This is an optimization exercise on Yosys and OpenROAD, whose aim is small area and a short achievable clock period, not a production implementation. In this exercise RTL edits were held to simulation tests only and were not proved equivalent to the original. Power figures rest on the tool's default switching activity, not on a simulated workload.

--- design/flow/design.v ---
module video_uut (
    input  wire         clk_i,
    input  wire         cen_i,
    input  wire         rst_i,
    input  wire         vid_sel_i,
    input  wire [23:0]  vid_rgb_i,
    input  wire [1:0]   vh_blank_i,
    input  wire [2:0]   dvh_sync_i,
    output wire [2:0]   dvh_sync_o,
    output wire [23:0]  vid_rgb_o
);
localparam NF = 12;
reg         HD, VD;
reg  [10:0] x, y;
reg  [10:0] sx [0:NF-1];
reg  [10:0] sy [0:NF-1];
reg  [2:0]  sync_q;
reg r7, r6, g7, g6, g5, g4, g31, g20, b7, b6;
wire HR = ~HD &  vh_blank_i[0];
wire HF =  HD & ~vh_blank_i[0];
wire VF =  VD & ~vh_blank_i[1];
wire [11:0] xp7 = {1'b0, x} + 12'd7;
wire [11:0] yp7 = {1'b0, y} + 12'd7;
reg  snow;
integer k;
reg [11:0] ex, ey;
always @* begin
    snow = 1'b0;
    for (k = 0; k < NF; k = k + 1) begin
        ex = xp7 - {1'b0, sx[k]};
        ey = yp7 - {1'b0, sy[k]};
        if (ex[11:4] == 8'd0 && ex[3:0] != 4'd15 && ey[11:4] == 8'd0 && ey[3:0] != 4'd15 &&
            (ex[3:0] == 4'd6 || ex[3:0] == 4'd7 || ex[3:0] == 4'd8 ||
             ey[3:0] == 4'd6 || ey[3:0] == 4'd7 || ey[3:0] == 4'd8 ||
             ex[3:0] == ey[3:0] || ex[3:0] + ey[3:0] == 5'd14))
            snow = 1'b1;
    end
end
wire border = (y < 15) || (y >= 1065) || (x < 15) || (x >= 1905) ||
              ((x >= 25) && (x < 1895) && (y >= 25) && (y < 1055) &&
               !((x >= 30) && (x < 1890) && (y >= 30) && (y < 1050)));
function wall2;    
    input [10:0] v; input [10:0] a;
    wall2 = (v >= a && v < a + 16) || (v >= a + 36 && v < a + 52);
endfunction
function wall2r;   
    input [10:0] v; input [10:0] b;
    wall2r = (v >= b - 16 && v < b) || (v >= b - 52 && v < b - 36);
endfunction
wire ly   = (y >= 315) && (y < 765);
wire yt   = wall2(y, 315);       
wire ym   = wall2(y, 540);       
wire yb   = wall2r(y, 765);      
wire yup  = (y >= 331) && (y < 540);
wire ydn  = (y >= 556) && (y < 765);
wire ystb = (y >= 331) && (y < 375);
wire letR  = ly && ( wall2(x, 200) || ((yt || ym) && x >= 200 && x < 550) ||
                     (wall2r(x, 550) && (yup || ydn)) );
wire letO  = ly && ( wall2(x, 630) || wall2r(x, 980) ||
                     ((yt || yb) && x >= 646 && x < 964) );
wire letS1 = ly && ( (wall2(x, 1060) && yup) || (yt && x >= 1076 && x < 1394) ||
                     (wall2r(x, 1410) && (ystb || ydn)) || (ym && x >= 1060 && x < 1410) ||
                     (yb && x >= 1060 && x < 1394) );
wire letS2 = ly && ( (wall2(x, 1490) && yup) || (yt && x >= 1506 && x < 1824) ||
                     (wall2r(x, 1840) && (ystb || ydn)) || (ym && x >= 1490 && x < 1840) ||
                     (yb && x >= 1490 && x < 1824) );
wire maze = border | letR | letO | letS1 | letS2;
wire [10:0] xm = x % 50;
wire [10:0] ym50 = y % 50;
wire dot = x >= 80 && x < 1840 && y >= 80 && y < 1000 && xm >= 22 && xm < 28 && ym50 >= 22 && ym50 < 28;
reg [2:0] gid;    
reg [10:0] gx;
always @* begin
    gid = 3'd0; gx = 11'd0;
    if (x >= 130 && x <= 170)   begin gid = 3'd1; gx = 11'd150;  end
    if (x >= 530 && x <= 570)   begin gid = 3'd2; gx = 11'd550;  end
    if (x >= 940 && x <= 980)   begin gid = 3'd3; gx = 11'd960;  end
    if (x >= 1160 && x <= 1200) begin gid = 3'd4; gx = 11'd1180; end
    if (x >= 1630 && x <= 1670) begin gid = 3'd5; gx = 11'd1650; end
end
wire gyin = (y >= 125) && (y <= 175);
wire [6:0] gdx_u = x[6:0] - gx[6:0];
wire signed [6:0] gdx = gdx_u;
wire [6:0] gdy_u = y[6:0] - 7'd22;
wire signed [6:0] gdy = gdy_u;
wire [5:0] gax = gdx[6] ? -gdx_u : gdx_u;
wire [6:0] gty_u = 7'd0 - (gdy_u + 7'd5);
wire [4:0] gty = gty_u[4:0];
reg gbody, geye, gpup;
always @* begin
    if (gdy < -5) gbody = ({5'd0, gax} * gax + {5'd0, gty} * gty) < 400;
    else if (gdy < 20) gbody = 1'b1;
    else if (gdx >= -4 && gdx < 4) gbody = gdy < 25;
    else if (gdx >= -12 && gdx < 12) gbody = gdy < 24;
    else if (gdx >= -20 && gdx < 20) gbody = gdy < 22;
    else gbody = 1'b0;
    geye = (gax >= 6 && gax <= 12) && gdy >= -10 && gdy <= -4;
    gpup = (gax >= 8 && gax <= 10) && gdy >= -8 && gdy <= -6;
end
wire gon = (gid != 0) && gyin;
wire [6:0] pdx_u = x[6:0] - 7'd64;
wire signed [6:0] pdx = pdx_u;
wire [6:0] pdy_u = y[6:0] - 7'd122;
wire signed [6:0] pdy = pdy_u;
wire pbox = (x >= 931) && (x <= 989) && (y >= 221) && (y <= 279);
wire [5:0] pay = pdy[6] ? -pdy_u : pdy_u;
wire pin  = (pdx * pdx + pdy * pdy) < 900;
wire pmouth = (pdx > 0) && ({pay, 6'd0} < pdx * 45);
wire pac = pbox && pin && !pmouth;
localparam C_BLK=0, C_WHT=1, C_MAZ=2, C_BLU=3, C_ORG=4, C_RED=5, C_GRN=6, C_PNK=7, C_GBL=9, C_PUR=11, C_YEL=12;
reg [3:0] col;
always @* begin
    col = C_BLK;
    if (dot && !maze) col = C_WHT;
    if (border) col = C_MAZ;
    if (letR)  col = C_BLU;
    if (letO)  col = C_ORG;
    if (letS1) col = C_RED;
    if (letS2) col = C_GRN;
    if (gon && (gbody || geye) && !gpup) begin
        if (geye) col = C_WHT;
        else case (gid)
            3'd1: col = C_PNK;
            3'd2: col = C_RED;
            3'd3: col = C_GBL;
            3'd4: col = C_GRN;
            default: col = C_PUR;
        endcase
    end
    if (pac)  col = C_YEL;
    if (snow) col = C_WHT;
end
wire [23:0] rgb =
    col == C_WHT ? 24'hFFFFFF : col == C_MAZ ? 24'h004080 : col == C_BLU ? 24'h0000FF :
    col == C_ORG ? 24'hFFA500 : col == C_RED ? 24'hFF0000 : col == C_GRN ? 24'h00FF00 :
    col == C_PNK ? 24'hFFB0FF : col == C_GBL ? 24'h0080FF : col == C_PUR ? 24'h8000FF :
    col == C_YEL ? 24'hFFFF00 : 24'h000000;
integer j;
always @(posedge clk_i) begin
    if (rst_i) begin
        HD <= 1'b0; VD <= 1'b0; x <= 11'd0; y <= 11'd0;
        for (j = 0; j < NF; j = j + 1) begin
            sx[j] <= (j * 160) % 1920;
            sy[j] <= (j * 90) % 1080;
        end
        {r7, r6, g7, g6, g5, g4, g31, g20, b7, b6} <= 10'd0;
        sync_q <= 3'd0;
    end else if (cen_i) begin
        HD <= vh_blank_i[0];
        VD <= vh_blank_i[1];
        if (HF) x <= 11'd0;
        else if (!vh_blank_i[0]) x <= x + 11'd1;
        if (VF) begin
            y <= 11'd0;
            for (j = 0; j < NF; j = j + 1) begin
                if ({1'b0, sy[j]} + ((j % 8) + 1) >= 1080) begin
                    sy[j] <= 11'd0;
                    sx[j] <= (sx[j] >= 1783) ? sx[j] - 11'd1783 : sx[j] + 11'd137;
                end else
                    sy[j] <= sy[j] + ((j % 8) + 1);
            end
        end else if (HR) y <= y + 11'd1;
        r7 <= rgb[23]; r6 <= rgb[22]; g7 <= rgb[15]; g6 <= rgb[14]; g5 <= rgb[13];
        g4 <= rgb[12]; g31 <= rgb[11]; g20 <= rgb[10]; b7 <= rgb[7]; b6 <= rgb[6];
        sync_q <= dvh_sync_i;
    end
end
assign dvh_sync_o = sync_q;
assign vid_rgb_o  = {r7, {7{r6}}, g7, g6, g5, g4, g31, g20, g31, g20, b7, {7{b6}}};
endmodule
--- design/flow/run.sh ---
#!/bin/bash
# synth_recipe.tcl (not shown) runs the flow's synth.tcl, then flattens the netlist and writes it again
# the make line also repeats each setting of config.mk as NAME=value (left out here)
make -C /OpenROAD-flow-scripts/flow DESIGN_CONFIG=/design/flow/config.mk WORK_HOME=/design/flow/orfs CLKGATE_MAP_FILE= SYNTH_SCRIPT=/design/flow/synth_recipe.tcl finish
--- design/flow/config.mk ---
export PLATFORM = sky130hd
export DESIGN_NAME = video_uut
export DESIGN_NICKNAME = video_uut
export VERILOG_FILES = /design/flow/design.v
export SDC_FILE = /design/flow/constraint.sdc
export NUM_CORES = 4
export LEC_CHECK = 0
export CAP_MARGIN = 20
export CORE_MARGIN = 2
export CORE_UTILIZATION = 40
export SLEW_MARGIN = 20
--- design/flow/constraint.sdc ---
create_clock -name core_clock -period 12.0 [get_ports {clk_i}]
set_input_delay 2.4000 -clock core_clock [delete_from_list [all_inputs] [get_ports {clk_i}]]
set_output_delay 2.4000 -clock core_clock [all_outputs]
set_load 0.01 [all_outputs]
==> tab_implementation.tex <==
\begin{tabular}{lr}
\hline
Metric & Value \\
\hline
\multicolumn{2}{l}{\textbf{Status}} \\
\quad Run status & timing/DRC/antenna clean \\
\multicolumn{2}{l}{\textbf{Power and ir drop}} \\
\quad PD cells & about 68 mW/mm² \\
\quad Leakage dissipation & between 15 and 20 nW \\
\quad Peak VDD IR & between 0.00007 and 0.00008 V \\
\multicolumn{2}{l}{\textbf{Floorplan}} \\
\quad I/O pin cnt & 60 \\
\quad Chip Width & 323 µm \\
\quad Starting density of the core & 40.2\% \\
\quad Total core area & around 0.1 mm² \\
\quad Overall die area & around 0.10 mm² \\
\quad Number of rows created at floorplan & roughly 120 \\
\quad Chip height & 323 µm \\
\multicolumn{2}{l}{\textbf{GRT}} \\
\quad Initial antenna violation count & 2 \\
\quad Wire length of the first global-routing pass & just under 200 mm \\
\quad Vias in the first global route & 36,400 \\
\quad Total track usage & a little under a quarter \\
\quad Total gr overflow & 0 \\
\quad Pin count of the biggest net entering global routing & 80 \\
\multicolumn{2}{l}{\textbf{Routing}} \\
\quad Number of antenna-violating nets in the routed design & 0 \\
\quad Wire length after detailed routing & between 100 and 150 mm \\
\quad Via density & $\sim$5.6 \\
\quad Count of vias placed by the detailed router & $\sim$39,000 \\
\quad Post-DR wirelength/cell & 17.7 µm \\
\quad Number of design-rule violations left by the first detailed-router iteration & $\sim$2,800 \\
\quad Count of unresolved DRC violations after routing & 0 \\
\quad Pre-antenna DRT Iters & 6 \\
\multicolumn{2}{l}{\textbf{Layout}} \\
\quad Inserted Diodes & 0 \\
\quad Count of non-filler cells in the finished layout & roughly 6,900 \\
\quad \# nets final & about 6,100 \\
\quad Utilization after layout & $\sim$44\% \\
\quad Fraction of layout cells with a size suffix above 1 & around 5.2\% \\
\quad Signed area change from the synthesized netlist to the final layout & 8.44\% \\
\multicolumn{2}{l}{\textbf{Timing}} \\
\quad Final clock period utilization by the worst path & 93.3\% \\
\quad RSZ-0062 raised after global routing & false \\
\quad Setup Skew & between 0.02 and 0.03 ns \\
\quad Final sum of negative setup slack & 0 ns \\
\quad Endpoints failing setup & 0 \\
\quad Worst-margin pin slew & between 0.9 and 1 ns \\
\quad Slew Limit Fails & 0 \\
\quad Post-route worst hold slack & 0.454 ns \\
\quad Fin. Hold Viols & 0 \\
\quad Post-layout min period & about 11 ns \\
\quad Worst-case headroom to the max-slew limit & about a third \\
\quad Highest clock rate & approximately 89 MHz \\
\multicolumn{2}{l}{\textbf{Hold path}} \\
\quad Type of the most critical hold path & reg2reg \\
\multicolumn{2}{l}{\textbf{Clock tree}} \\
\quad Setup fix buffers added after clock tree synthesis & 0 \\
\quad Clock sink count & 294 \\
\quad Root buf cell & clkbuf\_16 \\
\quad \# H-tree levels & 2 \\
\quad Reg clk slew, reported paths & roughly 0.060 ns \\
\quad TritonCTS clock tree & built \\
\quad Skew-Pair Late Insertion Delay & slightly below 0.6 ns \\
\quad CTS max path bufs & 3 \\
\quad Number of hold-repair buffers added at the cts stage & 0 \\
\quad Number of buffers inserted during clock tree synthesis & 39 \\
\quad Number of gates given a new drive strength after cts & 0 \\
\multicolumn{2}{l}{\textbf{Logic synthesis}} \\
\quad Dominant synthesized flop cell & dfxtp\_1 \\
\quad Cell area after synthesis & between 0.04 and 0.05 mm² \\
\quad Part of the Yosys area used for sequential elements & $\sim$14\% \\
\quad Post-synth ARST share & 0\% \\
\quad Most used standard cell by instance count after synthesis & inv\_1 \\
\quad Number of synthesized register bits & slightly below 300 \\
\quad Mapped Avg Cell Area & approximately 7.4 µm² \\
\quad Count of flip-flops with a built-in enable after synthesis & 0 \\
\quad Post-Synthesis Net Count & a little over 6,000 \\
\quad Post-synthesis cell count & about 5,500 \\
\quad Synthesis warning total & 3 \\
\quad Share of the synthesized area in the top cell type & 14.7\% \\
\quad Most frequent cells after synthesis & inv\_1, ha\_1, nor2\_1 \\
\quad Dominant cell type by area after synthesis & ha\_1 \\
\quad Most area-consuming cells after synthesis & ha\_1, dfxtp\_1, fa\_1 \\
\quad Number of library cell types mapped by synthesis & between 100 and 150 \\
\multicolumn{2}{l}{\textbf{Setup path}} \\
\quad Crit path launch & x[3]\$\_SDFFE\_PP0P\_ \\
\quad Max FO, Critical Path & 13 \\
\quad Endpoint required time on the critical path & around 12 ns \\
\quad R2r worst-path depth & between 40 and 50 \\
\quad Category of the critical setup timing path & reg2reg \\
\quad Critical Path Source Type & register \\
\quad Data arrival at the endpoint of the critical path & around 12 ns \\
\quad Standard cell with the maximum stage delay on the critical path & dfxtp\_1 \\
\quad Register-to-register setup slack & approximately 0.8 ns \\
\quad Kind of capture point of the worst setup path & register \\
\quad Timing endpoint of the critical path & g5\$\_SDFFE\_PP0P\_ \\
\quad Largest incremental delay on the critical path & 0.75 ns \\
\quad Reg2Reg Launch Point & x[3]\$\_SDFFE\_PP0P\_ \\
\quad Most frequent CP cell & fa\_1 \\
\quad FF-to-FF End & g5\$\_SDFFE\_PP0P\_ \\
\multicolumn{2}{l}{\textbf{Placed design}} \\
\quad Count of input and output buffers & 34 \\
\quad Number of cells after detailed placement & 6,805 \\
\quad DP HPWL & between 80 and 90 mm \\
\quad Final weighted congestion in routability-driven placement & 0.965 \\
\multicolumn{2}{l}{\textbf{Flow run}} \\
\quad Max-capacitance violation count & 0 \\
\hline
\end{tabular}
[sequential cells by signal, indices dropped and copies added, names as in the netlist]
name / flops
sy: 125
y: 11
g6: 1
r6: 1
HD: 1
b6: 1
g7: 1
g31: 1
g20: 1
VD: 1
sync_q: 3
g4: 1
b7: 1
sx: 132
x: 11
g5: 1
r7: 1
[report_power, final]
| part | leakage [nW] | total [mW] | internal [mW] | switching (mW) |
|---|---|---|---|---|
| Clock | 0.624 | 1.21 | 0.717 | 0.494 |
| Sequential | 2.38 | 0.992 | 0.983 | 0.00846 |
| Combinational | 16.2 | 0.792 | 0.328 | 0.464 |
[critical path: cells and delay by family, from the launching register on]
family | cells | cell delay (ns)
flops | 1 | 0.75
xor+xnor | 2 | 0.59
compound gates | 18 | 3.59
mux | 1 | 0.34
fa+ha+maj | 7 | 3.36
simple gates | 9 | 1.67
buf+inv | 6 | 0.81
[per-stage QoR]
stage	power (mW)	area, µm²	worst slack [ns]
floorplan	1.60	40700	1.83
global placement	1.79	42800	0.799
detailed placement	1.80	42800	0.607
CTS	3.03	44100	0.598
global route	3.17	44200	0.0737
finish	2.99	44200	0.807
[final cells by class]
class	instances	area, µm²
well taps	1368	1710
inverters	618	2320
flip-flops and latches	294	5890
multi-input cells	4393	31900
repair buffers	132	1080
clock buffers	49	1110
clock inverters	18	188
fillers	10400	57100
[kinds of logic after synthesis]
kind of cell             Yosys count  synth area share (%)
buffers and inverters            808                  7.75
AND/OR/NAND/NOR                 1866                  22.5
adder cells (fa/ha/maj)          637                  22.4
XOR/XNOR                         347                  7.52
multiplexers                      55                  1.41
AO/OA/AOI/OAI                   1488                  24.0
flip-flops                       294                  14.5
[worst min-delay path by stage]
stage | startpoint | end | cells past startpoint
floorplan | sy[6][3]$_SDFFE_PP1P_ | sy[6][3]$_SDFFE_PP1P_ | 2
global placement | sy[6][3]$_SDFFE_PP1P_ | sy[6][3]$_SDFFE_PP1P_ | 2
detailed placement | sy[6][3]$_SDFFE_PP1P_ | sy[6][3]$_SDFFE_PP1P_ | 2
CTS | sy[6][3]$_SDFFE_PP1P_ | sy[6][3]$_SDFFE_PP1P_ | 2
global route | sy[6][4]$_SDFFE_PP1P_ | sy[6][4]$_SDFFE_PP1P_ | 2
finish | sy[6][3]$_SDFFE_PP1P_ | sy[6][3]$_SDFFE_PP1P_ | 2
[placed cells by master, fill, tap and decap left out, types with 38 or more instances in the layout]
master / count
a21boi_0: 52
nand4_1: 53
o21a_1: 65
ha_1: 478
a211oi_1: 47
nor4_1: 73
nor2_1: 473
and3_1: 64
o211ai_1: 51
dfxtp_1: 292
xor2_1: 90
clkbuf_16: 41
nand2_1: 456
nor2b_1: 97
nand3_1: 168
a21oi_1: 307
xnor2_1: 237
buf_4: 98
mux2i_1: 38
a21o_1: 78
o21ai_0: 414
a31oi_1: 87
or3_1: 93
fa_1: 156
inv_1: 612
nor3_1: 166
nand2b_1: 65
o31ai_1: 53
[per-layer routing]
layer / vias to the layer above / GRT usage, % / routed length (µm)
li1: 19500 / - / -
met1: 18100 / 31.4 / 56900
met2: 973 / 37.7 / 54300
met3: 185 / 2.84 / 6810
met4: 0 / 7.12 / 3680
met5: - / 0 / 0

==> separate check: timing with driven ports <==
No port has a modelled driver above. Below, the same layout with a new extraction and two added sets of constraints. Step 1, drivers: a clkbuf_16 drives clk_i and a buf_2 each remaining input, both assumed. Step 2 times the ports against the registers' clock, not the clock port: input delays grow and output delays shrink by t, the midpoint of the rising clock arrivals with the driver on. Slacks: no drivers / after step 1 / after step 2; pairs: no drivers / after step 1.
t, ns: 0.628
setup slack, ns: 0.807 / 0.807 / 0.807
worst hold slack (ns): 0.454 / 0.454 / 0.454
worst setup path after step 2: register to register
After both steps this run still meets setup and hold. The setup slack of this run moves by 0.000 ns with the drivers and by 0.000 ns with both steps.
